This design comes from an exercise in tuning for small area, a short achievable clock period and few clock cycles per item on the open sky130 flow, not from production work.

==> run P <==
==> flow/design.v <==
module ascon_round (
    input  [63:0] x0, x1, x2, x3, x4,
    input  [63:0] m0, m1, m2, m3, m4,
    output [63:0] y0, y1, y2, y3, y4
);
    wire [63:0] a0 = x0 ^ x4;
    wire [63:0] a4 = x4 ^ x3;
    wire [63:0] a2 = x2 ^ x1;
    wire [63:0] b0 = a0 ^ (~x1 & a2);
    wire [63:0] b1 = x1 ^ (~a2 & x3);
    wire [63:0] b2 = a2 ^ (~x3 & a4);
    wire [63:0] b3 = x3 ^ (~a4 & a0);
    wire [63:0] b4 = a4 ^ (~a0 & x1);
    wire [63:0] s0 = b0 ^ b4;
    wire [63:0] s1 = b1 ^ b0;
    wire [63:0] s2 = ~b2;
    wire [63:0] s3 = b3 ^ b2;
    wire [63:0] s4 = b4;
    assign y0 = s0 ^ {s0[18:0], s0[63:19]} ^ {s0[27:0], s0[63:28]} ^ m0;
    assign y1 = s1 ^ {s1[60:0], s1[63:61]} ^ {s1[38:0], s1[63:39]} ^ m1;
    assign y2 = s2 ^ {s2[0],    s2[63:1]}  ^ {s2[5:0],  s2[63:6]}  ^ m2;
    assign y3 = s3 ^ {s3[9:0],  s3[63:10]} ^ {s3[16:0], s3[63:17]} ^ m3;
    assign y4 = s4 ^ {s4[6:0],  s4[63:7]}  ^ {s4[40:0], s4[63:41]} ^ m4;
endmodule
module ascon128_top(CLK, RST, START, SK, N, A, P, DONE, C, T);
    input CLK;
    input RST;
    input START;
    input [127:0] SK, N;
    input [63:0] A;
    input [63:0] P;
    output reg DONE;
    output [63:0] C;
    output [127:0] T;
    reg [63:0] x0, x1, x2, x3, x4;
    reg [127:0] k;
    reg [63:0] a_r, c_r;
    reg busy;
    reg [1:0] ph;      
    reg [3:0] rd;      
    reg e_a, e_p, e_k, e_t;
    reg [7:0] rc2;     
    reg [7:0] rc3;     
    wire last_rd = e_a | e_p | e_k | e_t;
    wire [3:0] rd_n = last_rd ? ((ph == 2'd2) ? 4'd0 : 4'd6) : rd + 4'd2;
    wire [1:0] ph_n = last_rd ? ph + 2'd1 : ph;
    wire last_n = (rd_n == 4'd10);
    wire [3:0] rd_nn = last_n ? ((ph_n == 2'd2) ? 4'd0 : 4'd6) : rd_n + 4'd2;
    wire [3:0] rd_n1 = rd_n + 4'd1;
    wire [63:0] m0 = ({64{e_a}} & a_r) | ({64{e_p}} & c_r);
    wire [63:0] m1 = {64{e_k}} & k[127:64];
    wire [63:0] m2 = ({64{e_k}} & k[63:0]) ^ {56'd0, rc3};
    wire [63:0] m3 = {64{e_a | e_t}} & k[127:64];
    wire [63:0] m4 = ({64{e_a | e_t}} & k[63:0]) ^ {63'd0, e_p};
    wire [63:0] h0, h1, h2, h3, h4;
    wire [63:0] y0, y1, y2, y3, y4;
    ascon_round u_round1 (
        .x0(x0), .x1(x1), .x2(x2), .x3(x3), .x4(x4),
        .m0(64'd0), .m1(64'd0), .m2({56'd0, rc2}), .m3(64'd0), .m4(64'd0),
        .y0(h0), .y1(h1), .y2(h2), .y3(h3), .y4(h4));
    ascon_round u_round2 (
        .x0(h0), .x1(h1), .x2(h2), .x3(h3), .x4(h4),
        .m0(m0), .m1(m1), .m2(m2), .m3(m3), .m4(m4),
        .y0(y0), .y1(y1), .y2(y2), .y3(y3), .y4(y4));
    always @(posedge CLK) begin
        if (!busy) begin
            x0  <= 64'h80400c0600000000;
            x1  <= SK[127:64];
            x2  <= SK[63:0] ^ 64'hf0;
            x3  <= N[127:64];
            x4  <= N[63:0];
            k   <= SK;
            a_r <= A;
            c_r <= P;
        end else begin
            x0 <= y0;
            x1 <= y1;
            x2 <= y2;
            x3 <= y3;
            x4 <= y4;
            if (e_p) c_r <= y0;
        end
    end
    always @(posedge CLK) begin
        if (RST) begin
            busy <= 1'b0;
            DONE <= 1'b0;
            ph   <= 2'd0;
            rd   <= 4'd0;
            rc2  <= 8'he1;
            rc3  <= 8'hd2;
            e_a  <= 1'b0;
            e_p  <= 1'b0;
            e_k  <= 1'b0;
            e_t  <= 1'b0;
        end else begin
            DONE <= e_t;
            if (!busy) begin
                busy <= START;
                ph   <= 2'd0;
                rd   <= 4'd0;
                rc2  <= 8'he1;
                rc3  <= 8'hd2;
                e_a  <= 1'b0;
                e_p  <= 1'b0;
                e_k  <= 1'b0;
                e_t  <= 1'b0;
            end else begin
                busy <= ~e_t;
                rd   <= rd_n;
                ph   <= ph_n;
                rc2  <= {~rd_n1, rd_n1};
                rc3  <= {~rd_nn, rd_nn};
                e_a  <= last_n & (ph_n == 2'd0);
                e_p  <= last_n & (ph_n == 2'd1);
                e_k  <= last_n & (ph_n == 2'd2);
                e_t  <= last_n & (ph_n == 2'd3);
            end
        end
    end
    assign C = c_r;
    assign T = {x3, x4};
endmodule
==> flow/run.sh <==
#!/bin/bash
# synth_recipe.tcl (not shown) runs the flow's synth.tcl, then flattens the netlist and writes it again
# the make line also repeats each setting of config.mk as NAME=value (left out here)
make -C /OpenROAD-flow-scripts/flow DESIGN_CONFIG=/design/flow/config.mk WORK_HOME=/design/flow/orfs CLKGATE_MAP_FILE= SYNTH_SCRIPT=/design/flow/synth_recipe.tcl finish
==> flow/config.mk <==
export PLATFORM = sky130hd
export DESIGN_NAME = ascon128_top
export DESIGN_NICKNAME = ascon128_top
export VERILOG_FILES = /design/flow/design.v
export SDC_FILE = /design/flow/constraint.sdc
export NUM_CORES = 8
export LEC_CHECK = 0
export ABC_CLOCK_PERIOD_IN_PS = 3000
export CAP_MARGIN = 20
export CORE_MARGIN = 2
export CORE_UTILIZATION = 40
export SETUP_SLACK_MARGIN = 5
export SLEW_MARGIN = 20
==> flow/constraint.sdc <==
create_clock -name core_clock -period 8.0 [get_ports {CLK}]
set_input_delay 1.6000 -clock core_clock [delete_from_list [all_inputs] [get_ports {CLK}]]
set_output_delay 1.6000 -clock core_clock [all_outputs]
set_load 0.01 [all_outputs]
==> run R (differences from run P) <==
==> flow/design.v, changed modules only <==
module ascon_round (
    input  [63:0] x0, x1, x2, x3, x4,
    input  [63:0] m0, m1, m2, m3, m4,
    output [63:0] y0, y1, y2, y3, y4
);
    wire [63:0] s0 = (x1 & ~(x4 ^ x2 ^ x0)) ^ (x3 ^ x2 ^ x0);
    wire [63:0] s1 = ((x1 & x2) | (x3 & (x1 | x2))) ^ (x0 ^ x1 ^ x2 ^ x3 ^ x4);
    wire [63:0] s2 = ~((x4 & ~x3) ^ x1 ^ x2);
    wire [63:0] s3 = (x0 | (x3 ^ x4)) ^ x1 ^ x2;
    wire [63:0] s4 = (x1 & ~(x0 ^ x4)) ^ x3 ^ x4;
    assign y0 = s0 ^ {s0[18:0], s0[63:19]} ^ {s0[27:0], s0[63:28]} ^ m0;
    assign y1 = s1 ^ {s1[60:0], s1[63:61]} ^ {s1[38:0], s1[63:39]} ^ m1;
    assign y2 = s2 ^ {s2[0],    s2[63:1]}  ^ {s2[5:0],  s2[63:6]}  ^ m2;
    assign y3 = s3 ^ {s3[9:0],  s3[63:10]} ^ {s3[16:0], s3[63:17]} ^ m3;
    assign y4 = s4 ^ {s4[6:0],  s4[63:7]}  ^ {s4[40:0], s4[63:41]} ^ m4;
endmodule
module ascon128_top(CLK, RST, START, SK, N, A, P, DONE, C, T);
    input CLK;
    input RST;
    input START;
    input [127:0] SK, N;
    input [63:0] A;
    input [63:0] P;
    output reg DONE;
    output [63:0] C;
    output [127:0] T;
    reg [63:0] x0, x1, x2, x3, x4;
    reg [127:0] k;
    reg [63:0] a_r, c_r;
    reg busy;
    reg [1:0] ph;      
    reg [3:0] rd;      
    reg e_a, e_p, e_k, e_t;
    reg e_at;          
    reg e_c;           
    reg [7:0] rc;      
    wire last_rd = e_a | e_p | e_k | e_t;
    wire [3:0] rd_n = last_rd ? ((ph == 2'd2) ? 4'd0 : 4'd6) : rd + 4'd1;
    wire [1:0] ph_n = last_rd ? ph + 2'd1 : ph;
    wire [3:0] rd_nn = (rd_n == 4'd11) ? ((ph_n == 2'd2) ? 4'd0 : 4'd6) : rd_n + 4'd1;
    wire last_n = (rd_n == 4'd11);
    wire [63:0] m0 = ({64{e_a}} & a_r) | ({64{e_p}} & c_r);
    wire [63:0] m1 = {64{e_k}} & k[127:64];
    wire [63:0] m2 = ({64{e_k}} & k[63:0]) ^ {56'd0, rc};
    wire [63:0] m3 = {64{e_at}} & k[127:64];
    wire [63:0] m4 = ({64{e_at}} & k[63:0]) ^ {63'd0, e_p};
    wire [63:0] y0, y1, y2, y3, y4;
    ascon_round u_round (
        .x0(x0), .x1(x1), .x2(x2), .x3(x3), .x4(x4),
        .m0(m0), .m1(m1), .m2(m2), .m3(m3), .m4(m4),
        .y0(y0), .y1(y1), .y2(y2), .y3(y3), .y4(y4));
    always @(posedge CLK) begin
        if (!busy) begin
            x0  <= 64'h80400c0600000000;
            x1  <= SK[127:64];
            x2  <= SK[63:0] ^ 64'hf0;
            x3  <= N[127:64];
            x4  <= N[63:0];
            k   <= SK;
            a_r <= A;
            c_r <= P;
        end else begin
            x0 <= y0;
            x1 <= y1;
            x2 <= y2;
            x3 <= y3;
            x4 <= y4;
            if (e_c) c_r <= x0;
        end
    end
    always @(posedge CLK) begin
        if (RST) begin
            busy <= 1'b0;
            DONE <= 1'b0;
            e_c  <= 1'b0;
            ph   <= 2'd0;
            rd   <= 4'd0;
            rc   <= 8'he1;
            e_a  <= 1'b0;
            e_p  <= 1'b0;
            e_k  <= 1'b0;
            e_t  <= 1'b0;
            e_at <= 1'b0;
        end else begin
            DONE <= e_t;
            e_c  <= e_p & busy;
            if (!busy) begin
                busy <= START;
                ph   <= 2'd0;
                rd   <= 4'd0;
                rc   <= 8'he1;
                e_a  <= 1'b0;
                e_p  <= 1'b0;
                e_k  <= 1'b0;
                e_t  <= 1'b0;
                e_at <= 1'b0;
            end else begin
                busy <= ~e_t;
                rd   <= rd_n;
                ph   <= ph_n;
                rc   <= {~rd_nn, rd_nn};
                e_a  <= last_n & (ph_n == 2'd0);
                e_p  <= last_n & (ph_n == 2'd1);
                e_k  <= last_n & (ph_n == 2'd2);
                e_t  <= last_n & (ph_n == 2'd3);
                e_at <= last_n & ((ph_n == 2'd0) | (ph_n == 2'd3));
            end
        end
    end
    assign C = c_r;
    assign T = {x3, x4};
endmodule
==> flow/flow/run.sh (new file) <==
#!/bin/bash
# Layout flow: the standard synthesis unchanged, then the standard ORFS
# steps with a tighter timing-repair target, plain buffers on the ports and a
# clock tree built from smaller buffers. Each tool's output goes to its own log.
set -euo pipefail
here=$(cd "$(dirname "$0")" && pwd)
source "$here/params.sh"
bash standard.sh synth > synth.log 2>&1
bash standard.sh \
  SETUP_SLACK_MARGIN="$SETUP_MARGIN" \
  TNS_END_PERCENT="$TNS_END" \
  BUFFER_PORTS_ARGS="-buffer_cell $PORT_BUF" \
  CTS_ARGS="$CTS_ARGS" \
  finish > layout.log 2>&1
==> flow/flow/params.sh (new file) <==
SETUP_MARGIN=5.2
TNS_END=100
PORT_BUF=sky130_fd_sc_hd__buf_2
CTS_ARGS="-sink_clustering_enable -repair_clock_nets -dont_use_dummy_load -buf_list {sky130_fd_sc_hd__clkbuf_16} -sink_clustering_size 20 -sink_clustering_max_diameter 80"
==> flow/standard.sh (new file) <==
#!/bin/bash
# synth_recipe.tcl (not shown) runs the flow's synth.tcl, then flattens the netlist and writes it again
# the make line also repeats each setting of config.mk as NAME=value (left out here)
make -C /OpenROAD-flow-scripts/flow DESIGN_CONFIG=/design/flow/config.mk WORK_HOME=/design/flow/orfs CLKGATE_MAP_FILE= SYNTH_SCRIPT=/design/flow/synth_recipe.tcl "${@:-finish}"
ABC_CLOCK_PERIOD_IN_PS = unset   (was 3000)
SETUP_SLACK_MARGIN = unset   (was 5)
removed: flow/run.sh
==> run Z (differences from run P) <==
==> flow/design.v, changed modules only <==
module ascon128_top(CLK, RST, START, SK, N, A, P, DONE, C, T);
    input CLK;
    input RST;
    input START;
    input [127:0] SK, N;
    input [63:0] A;
    input [63:0] P;
    output reg DONE;
    output [63:0] C;
    output [127:0] T;
    reg [63:0] x0, x1, x2, x3, x4;
    reg [127:0] k;
    reg [63:0] a_r, c_r;
    reg busy;
    reg [1:0] ph;      
    reg [3:0] rd;      
    reg e_a, e_p, e_k, e_t;
    reg [7:0] rc;      
    wire last_rd = e_a | e_p | e_k | e_t;
    wire [3:0] rd_n = last_rd ? ((ph == 2'd2) ? 4'd0 : 4'd6) : rd + 4'd1;
    wire [1:0] ph_n = last_rd ? ph + 2'd1 : ph;
    wire [3:0] rd_nn = (rd_n == 4'd11) ? ((ph_n == 2'd2) ? 4'd0 : 4'd6) : rd_n + 4'd1;
    wire last_n = (rd_n == 4'd11);
    wire [63:0] m0 = ({64{e_a}} & a_r) | ({64{e_p}} & c_r);
    wire [63:0] m1 = {64{e_k}} & k[127:64];
    wire [63:0] m2 = ({64{e_k}} & k[63:0]) ^ {56'd0, rc};
    wire [63:0] m3 = {64{e_a | e_t}} & k[127:64];
    wire [63:0] m4 = ({64{e_a | e_t}} & k[63:0]) ^ {63'd0, e_p};
    wire [63:0] y0, y1, y2, y3, y4;
    ascon_round u_round (
        .x0(x0), .x1(x1), .x2(x2), .x3(x3), .x4(x4),
        .m0(m0), .m1(m1), .m2(m2), .m3(m3), .m4(m4),
        .y0(y0), .y1(y1), .y2(y2), .y3(y3), .y4(y4));
    always @(posedge CLK) begin
        if (!busy) begin
            x0  <= 64'h80400c0600000000;
            x1  <= SK[127:64];
            x2  <= SK[63:0] ^ 64'hf0;
            x3  <= N[127:64];
            x4  <= N[63:0];
            k   <= SK;
            a_r <= A;
            c_r <= P;
        end else begin
            x0 <= y0;
            x1 <= y1;
            x2 <= y2;
            x3 <= y3;
            x4 <= y4;
            if (e_p) c_r <= y0;
        end
    end
    always @(posedge CLK) begin
        if (RST) begin
            busy <= 1'b0;
            DONE <= 1'b0;
            ph   <= 2'd0;
            rd   <= 4'd0;
            rc   <= 8'he1;
            e_a  <= 1'b0;
            e_p  <= 1'b0;
            e_k  <= 1'b0;
            e_t  <= 1'b0;
        end else begin
            DONE <= e_t;
            if (!busy) begin
                busy <= START;
                ph   <= 2'd0;
                rd   <= 4'd0;
                rc   <= 8'he1;
                e_a  <= 1'b0;
                e_p  <= 1'b0;
                e_k  <= 1'b0;
                e_t  <= 1'b0;
            end else begin
                busy <= ~e_t;
                rd   <= rd_n;
                ph   <= ph_n;
                rc   <= {~rd_nn, rd_nn};
                e_a  <= last_n & (ph_n == 2'd0);
                e_p  <= last_n & (ph_n == 2'd1);
                e_k  <= last_n & (ph_n == 2'd2);
                e_t  <= last_n & (ph_n == 2'd3);
            end
        end
    end
    assign C = c_r;
    assign T = {x3, x4};
endmodule
ABC_CLOCK_PERIOD_IN_PS = 2800   (was 3000)
==> notes <==
Critical path depth, highest first: run R, run Z, run P. The highest routed wire length belongs to run P, the lowest to run R. Cell area: run P > run Z > run R. Non-clock buffer count: run R is higher than run Z (60). Register-to-register slack: run R > run Z > run P. Between run R and run P, the lower synthesized cell count is in run R (gap 27%, measured against run P). Run R passed the timing, DRC and antenna checks. Run P completed, yet does not pass: capacitance limit, slew limit. Run Z ran to the end with no violations.
==> figures <==
item                                                                         run Z                     run R                          run P
Initial Util                                                                 40.3%                     40.4%                          40.4%
Max-capacitance violation count                                                  0                         0                              1
Shortest clock period the worst path allows after layout                   3.16 ns                   2.87 ns                        4.60 ns
Most common cell after layout, fill and taps aside        sky130_fd_sc_hd__nand2_1  sky130_fd_sc_hd__xnor2_1         sky130_fd_sc_hd__buf_4
Arrival time of data at the critical path endpoint                         3.63 ns                   3.37 ns                        5.10 ns
Outcome                                                    complete, no violations   complete, no violations       finished with violations
Violated checks                                                                  -                         -  capacitance limit, slew limit
Highest fanout seen on the critical path                                         3                         4                             53
Layout Area Growth over Synthesis                                            24.0%                     18.6%                          99.3%
Half-perimeter wire length after placement                               164000 um                 136000 um                      307000 um
Number of buffers inserted during clock tree synthesis                          75                        44                             77
Footprint of the multi-input gates                                     27800 sq um               21800 sq um                    64700 sq um
Area share of xor/xnor cells in the synthesized design                       43.4%                     35.2%                          50.3%
No run of this note included a check of the RTL's function; only the layout flow was run.

-- what the ideal ports hide --
Ports are ideal in the flow. The routed layouts listed here were re-timed in OpenROAD. Step 1 sets driving cells, clkbuf_16 on the clock port and buf_2 on the other inputs (assumed; they add their load-dependent delay and slew). Step 2 adds t to the input delays and takes it off the output delays; t is the mean of the earliest and latest rising clock arrival at the registers after step 1. Input paths then give back, and output paths get back, about the clock's delay inside the block. Three values: no drivers, after step 1, after step 2; two values: the first two.
| run | t (ns) | setup WS [ns] | hold slack, ns | worst slew at a driven data input, ns |
|---|---|---|---|---|
| run P | 0.828 | 3.397 / 3.397 / 3.397 | 0.560 / 0.560 / 0.560 | 0.11 |
| run R | 0.688 | 5.131 / 5.091 / 5.131 | 0.524 / 0.524 / 0.524 | 0.18 |
| run Z | 0.736 | 4.837 / 4.837 / 4.812 | 0.477 / 0.477 / 0.477 | 0.14 |
The setup slack of run Z, which loses most, moves by 0.000 ns with the drivers and by -0.025 ns with both steps.
